Context: an optimization exercise on an open-source flow, tuned for small area. The choices shown serve that exercise and are no tape-out recipe.
Only simulation tests tie the RTL to the original design; equivalence was not proved.
No activity file was given, so power comes from the tool's default toggle rates. No driver is modelled on the clock port, so clocking that relies on it looks cheaper here than on a real chip.

Design LedMatrix, start of the top module:
module LedMatrix (
  output     [34:0]   io_col,
  output     [5:0]    io_row,
  input               bus_write,
  input      [6:0]    bus_address,
  input      [31:0]   bus_writeData,
  input               clk,
  input               reset
);
  reg  [12:0] pwmDiv;
  reg  [9:0]  rowDiv;
  reg  [7:0]  pwmCnt;
  reg  [2:0]  rowCnt;
  wire        pwmTick = (pwmDiv == 13'd5000);
  wire        rowTick = (rowDiv == 10'd833);
  always @(posedge clk or posedge reset) begin
    if (reset) begin
      pwmDiv  <= 13'd0;
      rowDiv  <= 10'd0;
      pwmCnt  <= 8'd0;
      rowCnt  <= 3'd0;
    end else begin
      pwmDiv  <= pwmTick ? 13'd1 : pwmDiv + 13'd1;
      rowDiv  <= rowTick ? 10'd1 : rowDiv + 10'd1;
      if (pwmTick) pwmCnt <= pwmCnt + 8'd1;
      if (rowTick) rowCnt <= (rowCnt == 3'd5) ? 3'd0 : rowCnt + 3'd1;
    end
  end
  reg         ph;
  always @(posedge clk or posedge reset) begin
    if (reset) ph <= 1'b1;
    else       ph <= ~ph;
  end
  wire        clr = (rowDiv == 10'd0);
  wire [23:0] wd = bus_writeData[23:0] ^ {24{ph}};
  ...
==> flow/config.mk <==
export PLATFORM = sky130hd
export DESIGN_NAME = LedMatrix
export DESIGN_NICKNAME = LedMatrix
export VERILOG_FILES = /design/flow/design.v
export SDC_FILE = /design/flow/constraint.sdc
export NUM_CORES = 4
export LEC_CHECK = 0
export CAP_MARGIN = 20
export CORE_MARGIN = 2
export CORE_UTILIZATION = 60
export CTS_BUF_LIST = sky130_fd_sc_hd__clkbuf_16
export CTS_CLUSTER_DIAMETER = 80
export CTS_CLUSTER_SIZE = 30
export SLEW_MARGIN = 20
==> flow/constraint.sdc <==
create_clock -name core_clock -period 10.0 [get_ports {clk}]
set_input_delay 2.0000 -clock core_clock [delete_from_list [all_inputs] [get_ports {clk}]]
set_output_delay 2.0000 -clock core_clock [all_outputs]
set_load 0.01 [all_outputs]
standard.sh (not shown) runs the stock make flow with config.mk's settings and CLKGATE_MAP_FILE= SYNTH_SCRIPT=/design/flow/synth_recipe.tcl, a recipe that flattens the netlist after the stock synthesis.
==> flow/flow/run.sh <==
#!/bin/bash
# Own flow: the standard layout (standard.sh), with synthesis run by flow/synth.tcl,
# which maps the logic with ABC's &nf area mapper (flow/area.abc).
set -euo pipefail
W=$(pwd)
F=$W/flow
export MY_ABC_SCRIPT=$F/area.abc
sed "s#SYNTH_SCRIPT=[^ ]*#SYNTH_SCRIPT=$F/synth.tcl#" standard.sh > "$W/own_standard.sh"
grep -q "SYNTH_SCRIPT=$F/synth.tcl" "$W/own_standard.sh"
bash "$W/own_standard.sh" finish > "$W/flow_make.log" 2>&1
==> flow/flow/area.abc <==
strash
&get -n
&st
&dch -f
&nf -p -a -R 1000
&put
==> flow/flow/synth.tcl <==
# The standard synthesis (synth_recipe.tcl), except that the final technology mapping
# runs ABC with the script named by MY_ABC_SCRIPT instead of ORFS's. Registers are mapped
# before ABC runs, so their names and cells are the standard synthesis's.
proc synth {args} { yosys synth -nofsm -noshare {*}$args }
proc abc {args} {
  set i [lsearch -exact $args -script]
  if {$i >= 0} { set args [lreplace $args $i [expr {$i + 1}] -script $::env(MY_ABC_SCRIPT)] }
  yosys abc {*}$args
}
source $::env(SCRIPTS_DIR)/synth.tcl
# left out here: clear keep_hierarchy, flatten, clean up, hide names made inside functions, write 1_2_yosys.v
The baseline finished with timing, DRC and antenna clean.
Then changed:
==> flow/flow/run.sh (replaced) <==
#!/bin/bash
# Own flow: the standard layout (standard.sh) with three changes:
#  - synthesis runs flow/synth.tcl, which maps the logic with ABC's &nf area mapper
#    (flow/area.abc); registers are mapped before ABC, exactly as in the standard synthesis;
#  - ports are buffered with sky130_fd_sc_hd__buf_1;
#  - clock tree synthesis runs without dummy loads.
set -euo pipefail
W=$(pwd)
F=$W/flow
export MY_ABC_SCRIPT=$F/area.abc
sed "s#SYNTH_SCRIPT=[^ ]*#SYNTH_SCRIPT=$F/synth.tcl#" standard.sh > "$W/own_standard.sh"
grep -q "SYNTH_SCRIPT=$F/synth.tcl" "$W/own_standard.sh"
CTS="-sink_clustering_enable -repair_clock_nets -sink_clustering_size 30 -sink_clustering_max_diameter 80 -buf_list sky130_fd_sc_hd__clkbuf_16 -dont_use_dummy_load"
bash "$W/own_standard.sh" "CTS_ARGS=$CTS" "BUFFER_PORTS_ARGS=-buffer_cell sky130_fd_sc_hd__buf_1" finish > "$W/flow_make.log" 2>&1
Via count hardly moves; count of clock-buffer cells in the layout is lower by 5; total power falls by a few percent; synthesized cell count is unchanged; register-to-register slack loses 0.40 ns; first-iteration DRC count is higher slightly; global-route usage rose by 0.47 points; die area is unchanged; area after synthesis stays the same; cell area is lower slightly.
Then changed:
==> flow/flow/run.sh (replaced) <==
#!/bin/bash
# Own flow: the standard layout (standard.sh), with synthesis run by flow/synth.tcl,
# which maps the logic with ABC's &nf area mapper (flow/area.abc).
set -euo pipefail
W=$(pwd)
F=$W/flow
export MY_ABC_SCRIPT=$F/area.abc
sed "s#SYNTH_SCRIPT=[^ ]*#SYNTH_SCRIPT=$F/synth.tcl#" standard.sh > "$W/own_standard.sh"
grep -q "SYNTH_SCRIPT=$F/synth.tcl" "$W/own_standard.sh"
bash "$W/own_standard.sh" finish > "$W/flow_make.log" 2>&1
CORE_UTILIZATION = 40   (was 60)
Outcome:
- combinational power grows by about 2%
- non-clock buffer count grows by 8
- global-route usage goes down by 12 points
- worst setup slack gets worse by 0.53 ns
- cell count went up by 9.1%
- clock-buffer cell count grows by 4
- sequential share of layout area decreases by 1.5 points
- cell area rises by 2.9%
- area after synthesis is unchanged
- utilization fell by 21 points
- hold slack gets better by 0.0061 ns
Then changed:
==> flow/flow/run.sh (replaced) <==
#!/bin/bash
# Own flow: the standard layout (standard.sh) with three changes:
#  - synthesis runs flow/synth.tcl, which maps the logic with ABC's &nf area mapper
#    (flow/area.abc); registers are mapped before ABC, exactly as in the standard synthesis;
#  - ports are buffered with sky130_fd_sc_hd__buf_1;
#  - clock tree synthesis runs without dummy loads.
set -euo pipefail
W=$(pwd)
F=$W/flow
export MY_ABC_SCRIPT=$F/area.abc
sed "s#SYNTH_SCRIPT=[^ ]*#SYNTH_SCRIPT=$F/synth.tcl#" standard.sh > "$W/own_standard.sh"
grep -q "SYNTH_SCRIPT=$F/synth.tcl" "$W/own_standard.sh"
CTS="-sink_clustering_enable -repair_clock_nets -sink_clustering_size 30 -sink_clustering_max_diameter 80 -buf_list sky130_fd_sc_hd__clkbuf_16 -dont_use_dummy_load"
bash "$W/own_standard.sh" "CTS_ARGS=$CTS" "BUFFER_PORTS_ARGS=-buffer_cell sky130_fd_sc_hd__buf_1" finish > "$W/flow_make.log" 2>&1
CAP_MARGIN = 5   (was 20)
CORE_UTILIZATION = 75   (was 40)
SLEW_MARGIN = 5   (was 20)
The changed run completed with no timing, DRC or antenna violations; sequential share of layout area grows by 2.0 points; clock skew shrinks by 0.013 ns; setup slack improved by 0.74 ns; die area falls by 46%; clock-buffer cell count shrinks by 5; wire length drops by 7.7%; via count goes up by 5.0%; register-to-register slack hardly moves.

what the ideal ports hide:
No port has a modelled driver above. Below, the same layouts with a new extraction and two added sets of constraints. Step 1, drivers: a clkbuf_16 drives clk and a buf_2 each remaining input, both assumed. Step 2 moves the port delays by t, midway between the first and last clock arrival at a register: inputs arrive t later, outputs are due t later. That takes back most of the time a late clock gives input paths. Three values: ideal ports, drivers, drivers and shift; two values: the first two.
run | t (ns) | setup slack, ns | hold slack, ns | clock arrival spread, ns | cell pins on the clock port's net
the first run | 0.754 | 1.143 / 1.071 / 1.825 | 0.439 / 0.439 / 0.439 | 0.027 / 0.027 | 1
the second run | 0.738 | 1.827 / 1.758 / 2.496 | 0.433 / 0.433 / 0.433 | 0.057 / 0.058 | 1
the third run | 0.770 | 1.294 / 1.227 / 1.997 | 0.439 / 0.439 / 0.439 | 0.047 / 0.046 | 1
the fourth run | 0.728 | 2.031 / 1.961 / 2.689 | 0.439 / 0.439 / 0.439 | 0.031 / 0.031 | 1
After both steps setup and hold are still met in every run listed.
